From an optimization exercise on the open Yosys and OpenROAD flow, aimed at small area, a short achievable clock period and few clock cycles per item; shortcuts taken in it are not production practice. In this exercise RTL edits were held to simulation tests only and were not proved equivalent to the original.

==> inputs of build 54 <==
## polar_decoder
module polar_decoder (
    input           clk,
    input           rst_n,
    input           module_en,
    output          proc_done,
    output  [ 10:0] raddr,
    input   [191:0] rdata,
    output  [  5:0] waddr,
    output  [139:0] wdata
);
==> flow/config.mk <==
export PLATFORM = sky130hd
export DESIGN_NAME = polar_decoder
export DESIGN_NICKNAME = polar_decoder
export VERILOG_FILES = /design/flow/design.v
export SDC_FILE = /design/flow/constraint.sdc
export NUM_CORES = 8
export LEC_CHECK = 0
export CAP_MARGIN = 20
export CORE_MARGIN = 2
export CORE_UTILIZATION = 40
export CTS_CLUSTER_DIAMETER = 100
export CTS_CLUSTER_SIZE = 20
export SLEW_MARGIN = 20
==> flow/constraint.sdc <==
create_clock -name core_clock -period 12.0 [get_ports {clk}]
set_input_delay 2.4000 -clock core_clock [delete_from_list [all_inputs] [get_ports {clk}]]
set_output_delay 2.4000 -clock core_clock [all_outputs]
set_load 0.01 [all_outputs]
standard.sh (not shown) runs the stock make flow with config.mk's settings and CLKGATE_MAP_FILE= SYNTH_SCRIPT=/design/flow/synth_recipe.tcl, a recipe that flattens the netlist after the stock synthesis.
==> flow/flow/run.sh <==
#!/bin/bash
set -euo pipefail
export SETUP_SLACK_MARGIN=6.5
export POST_GLOBAL_ROUTE_TCL="$(pwd)/flow/post_grt.tcl"
bash standard.sh > standard.log 2>&1
==> flow/flow/post_grt.tcl <==
# Hook run by ORFS at the end of global routing (POST_GLOBAL_ROUTE_TCL): the timing repair
# just before can leave a few max-slew/max-capacitance violations, so repair the design
# once more with global-route parasitics and re-route the changed nets incrementally,
# the same sequence global_route.tcl uses after its own repairs.
estimate_parasitics -global_routing
puts "post-grt slew violations before: [sta::max_slew_violation_count]"
repair_design -slew_margin 20 -cap_margin 20 -verbose
global_route -start_incremental
detailed_placement
global_route -end_incremental
estimate_parasitics -global_routing
puts "post-grt slew violations after: [sta::max_slew_violation_count]"
write_guides $::env(RESULTS_DIR)/route.guide
==> build 82 (differences from build 54) <==
--- a/flow/design.v
+++ b/flow/design.v
@@ -523,17 +523,17 @@
     wire n3 = F2[3];
     wire [18:0] x0 = {{2{B2[0][16]}}, B2[0]} ^ {19{n0}};
     wire [18:0] x1 = {{2{B2[1][16]}}, B2[1]} ^ {19{n1}};
     wire [18:0] x2 = {{2{B2[2][16]}}, B2[2]} ^ {19{n2}};
     wire [18:0] x3 = {{2{B2[3][16]}}, B2[3]} ^ {19{n3}};
+    wire [18:0] cs1s = x0 ^ x2 ^ x3;
+    wire [18:0] cs1c = {(x0[17:0] & x2[17:0]) | (x0[17:0] & x3[17:0]) | (x2[17:0] & x3[17:0]), n0};
+    wire [18:0] cs2s = cs1s ^ cs1c ^ x1;
+    wire [18:0] cs2c = {(cs1s[17:0] & cs1c[17:0]) | (cs1s[17:0] & x1[17:0]) | (cs1c[17:0] & x1[17:0]), n1};
     wire [18:0] k23  = {17'd0, n2 & n3, n2 ^ n3};
-    wire [18:0] cs1s = x2 ^ x3 ^ k23;
-    wire [18:0] cs1c = {(x2[17:0] & x3[17:0]) | (x2[17:0] & k23[17:0]) | (x3[17:0] & k23[17:0]), n0};
-    wire [18:0] cs2s = cs1s ^ cs1c ^ x0;
-    wire [18:0] cs2c = {(cs1s[17:0] & cs1c[17:0]) | (cs1s[17:0] & x0[17:0]) | (cs1c[17:0] & x0[17:0]), n1};
-    wire [18:0] cs3s = cs2s ^ cs2c ^ x1;
-    wire [18:0] cs3c = {(cs2s[17:0] & cs2c[17:0]) | (cs2s[17:0] & x1[17:0]) | (cs2c[17:0] & x1[17:0]), 1'b0};
+    wire [18:0] cs3s = cs2s ^ cs2c ^ k23;
+    wire [18:0] cs3c = {(cs2s[17:0] & cs2c[17:0]) | (cs2s[17:0] & k23[17:0]) | (cs2c[17:0] & k23[17:0]), 1'b0};
     wire [18:0] sum4 = cs3s + cs3c;
     wire lu3 = ~fzq[3] & (fzq[2] ? sum4[18] : (caseL ? sr1L : sr1));
     wire [7:0] sgn3;
     wire nozero3;
     reg  [7:0] nz3;
@@ -556,11 +556,11 @@
     end endgenerate
     wire r1ok3 = m_l3 & ~actg & s_r1_8[pos[2:1]] & nozero3;
     wire r1ok4 = m_l4 & ~actg & s_r1_16[pos[2]] & (&nz4);
     wire r1ok5 = m_l5 & ~actg & s_r1_32 & (&nz5);
     wire r1ok = r1ok3 | r1ok4 | r1ok5;
-    wire r1last = (lv != 3'd5) | (lstep == 2'd1);
+    wire r1last = (lv == 3'd3) | ((lv == 3'd4) & (lstep == 2'd1)) | ((lv == 3'd5) & (lstep == 2'd3));
     wire [3:0] moreq = {1'b0, ~r0_32[3], ~(r0_32[3] & r0_32[2]), ~(r0_32[3] & r0_32[2] & r0_32[1])};
     wire [10:0] nxb = cwbase + 11'd33;      
     wire        nbn = ~moreq[q];              
     reg [2:0]  st_n;
     reg [6:0]  K_n, Kn_n, P_n;
@@ -825,41 +825,47 @@
         pfs <= lv; pr1 <= (lv != 3'd2); pchunk <= lstep;
         praw <= leafu; pfz <= fzq;
         pcomb <= ccomb; pmask <= cmask; pw <= cw & {5{fin}};
     end
     wire        pwv = pv;
-    reg  [15:0] X;
+    reg  [7:0] X;
     always @* begin
         case (pfs)
-        3'd3: X = {8'd0, sgn3};
-        3'd4: X = {sgn4[15:8], sgn4[7:0] ^ sgn4[15:8]};
-        default: X = pchunk[0] ? {sgn5[31:24], sgn5[23:16] ^ sgn5[31:24]} :
-                                 {sgn5[15:8] ^ sgn5[31:24], sgn5[7:0] ^ sgn5[15:8] ^ sgn5[23:16] ^ sgn5[31:24]};
+        3'd3: X = sgn3;
+        3'd4: X = pchunk[0] ? sgn4[15:8] : (sgn4[7:0] ^ sgn4[15:8]);
+        default: begin
+            case (pchunk)
+            2'd0: X = sgn5[7:0] ^ sgn5[15:8] ^ sgn5[23:16] ^ sgn5[31:24];
+            2'd1: X = sgn5[15:8] ^ sgn5[31:24];
+            2'd2: X = sgn5[23:16] ^ sgn5[31:24];
+            default: X = sgn5[31:24];
+            endcase
+        end
         endcase
     end
-    reg  [15:0] pbt;
-    reg  [15:0] poutc;
-    reg  [4:0]  poutn;
-    reg  [2:0]  kk;
+    reg  [7:0] pbt;
+    reg  [7:0] poutc;
+    reg  [3:0] poutn;
+    reg  [2:0] kk;
     always @* begin
-        pbt = X;
-        for (i = 0; i < 16; i = i + 1) if ((i & 1) == 0) pbt[i] = pbt[i] ^ pbt[i+1];
-        for (i = 0; i < 16; i = i + 1) if ((i & 2) == 0) pbt[i] = pbt[i] ^ pbt[i+2];
-        for (i = 0; i < 16; i = i + 1) if ((i & 4) == 0) pbt[i] = pbt[i] ^ pbt[i+4];
-        poutc = 16'd0;
+        pbt = pr1 ? X : {4'd0, praw};
+        for (i = 0; i < 8; i = i + 1) if ((i & 1) == 0) pbt[i] = pbt[i] ^ pbt[i+1];
+        for (i = 0; i < 8; i = i + 1) if ((i & 2) == 0) pbt[i] = pbt[i] ^ pbt[i+2];
+        for (i = 0; i < 8; i = i + 1) if ((i & 4) == 0) pbt[i] = pbt[i] ^ pbt[i+4];
+        poutc = 8'd0;
         if (pr1) begin
             poutc = pbt;
-            poutn = (pfs == 3'd3) ? 5'd8 : 5'd16;
+            poutn = 4'd8;
         end else begin
             kk = 3'd0;
             for (i = 0; i < 4; i = i + 1) begin
                 if (!pfz[i]) begin
                     poutc[kk] = praw[i];
                     kk = kk + 3'd1;
                 end
             end
-            poutn = {2'd0, kk};
+            poutn = {1'b0, kk};
         end
     end
     wire [3:0]  pb4  = {praw[3], praw[2] ^ praw[3], praw[1] ^ praw[3], praw[0] ^ praw[1] ^ praw[2] ^ praw[3]};
     wire [7:0]  pb8  = (pfs == 3'd3) ? sgn3 : pcomb[0] ? {pb4, (PS4 & {4{pmask[0]}}) ^ pb4} : {4'd0, pb4};
     wire [15:0] pb16 = (pfs == 3'd4) ? sgn4 : pcomb[1] ? {pb8, (PS8 & {8{pmask[1]}}) ^ pb8} : {8'd0, pb8};
@@ -872,18 +878,17 @@
     wire w64 = pwv & pw[4];
     assign PS4e  = w4  ? pb4  : PS4;
     assign PS8e  = w8  ? pb8  : PS8;
     assign PS16e = w16 ? pb16 : PS16;
     assign PS64e = w64 ? pb64 : PS64;
-    wire [23:0] win = {8'd0, poutc} << dec_idx[2:0];
+    wire [15:0] win = {8'd0, poutc} << dec_idx[2:0];
     wire [15:0] blk = 16'd1 << dec_idx[6:3];
     reg  [126:0] wd_n;
     always @* begin
         for (i = 0; i < 127; i = i + 1) begin
             wd_n[i] = wd[i] | (blk[i / 8] & win[i % 8]);
-            if (i >= 8)  wd_n[i] = wd_n[i] | (blk[i / 8 - 1] & win[8 + i % 8]);
-            if (i >= 16) wd_n[i] = wd_n[i] | (blk[i / 8 - 2] & win[16 + i % 8]);
+            if (i >= 8) wd_n[i] = wd_n[i] | (blk[i / 8 - 1] & win[8 + i % 8]);
         end
     end
     always @(posedge clk) begin
         if (wd_clr) begin
             wd <= 0;
==> flow/run.sh (new file) <==
#!/bin/bash
# synth_recipe.tcl (not shown) runs the flow's synth.tcl, then flattens the netlist and writes it again
# the make line also repeats each setting of config.mk as NAME=value (left out here)
make -C /OpenROAD-flow-scripts/flow DESIGN_CONFIG=/design/flow/config.mk WORK_HOME=/design/flow/orfs CLKGATE_MAP_FILE= SYNTH_SCRIPT=/design/flow/synth_recipe.tcl finish
--- a/flow/config.mk
+++ b/flow/config.mk
@@ -8,6 +8,7 @@
 export CAP_MARGIN = 20
 export CORE_MARGIN = 2
 export CORE_UTILIZATION = 40
 export CTS_CLUSTER_DIAMETER = 100
 export CTS_CLUSTER_SIZE = 20
+export SETUP_SLACK_MARGIN = 5
 export SLEW_MARGIN = 20
removed: flow/flow/run.sh
removed: flow/flow/post_grt.tcl
removed: flow/standard.sh
==> summary of the runs <==
Of build 54 and build 82, build 54 has the higher core utilization (gap 3.3 points). Of build 82 and build 54, build 54 has the higher non-clock buffer count (gap 419). Between build 54 and build 82, the lower register-to-register slack is in build 82 (gap 970 ps). Of build 54 and build 82, build 54 has the higher first-iteration DRC count (gap 13%, measured against build 82).
Testbench counts of build 54, summed over its fixed seeds: cycles 59,397, packets 864.
Testbench counts of build 82, summed over its fixed seeds: cycles 60,770, packets 864.

separate check: timing with driven ports:
No port has a modelled driver above. Below, the same layouts with a new extraction and two added sets of constraints.
Step 1, drivers: a clkbuf_16 drives clk and a buf_2 each remaining input, both assumed.
Step 2 times the ports against the registers' clock, not the clock port: input delays grow and output delays shrink by t, the midpoint of the rising clock arrivals with the driver on.
Slacks: no drivers / after step 1 / after step 2; pairs: no drivers / after step 1.
| run | shift t [ns] | setup slack, ns | cell pins on the clock port's net |
|---|---|---|---|
| build 54 | 0.923 | 6.039 / 6.039 / 5.365 | 1 |
| build 82 | 0.881 | 5.011 / 5.072 / 4.198 | 1 |
After both steps setup and hold are still met in every run listed. The setup slack of build 82, which loses most, moves by +0.061 ns with the drivers and by -0.813 ns with both steps.
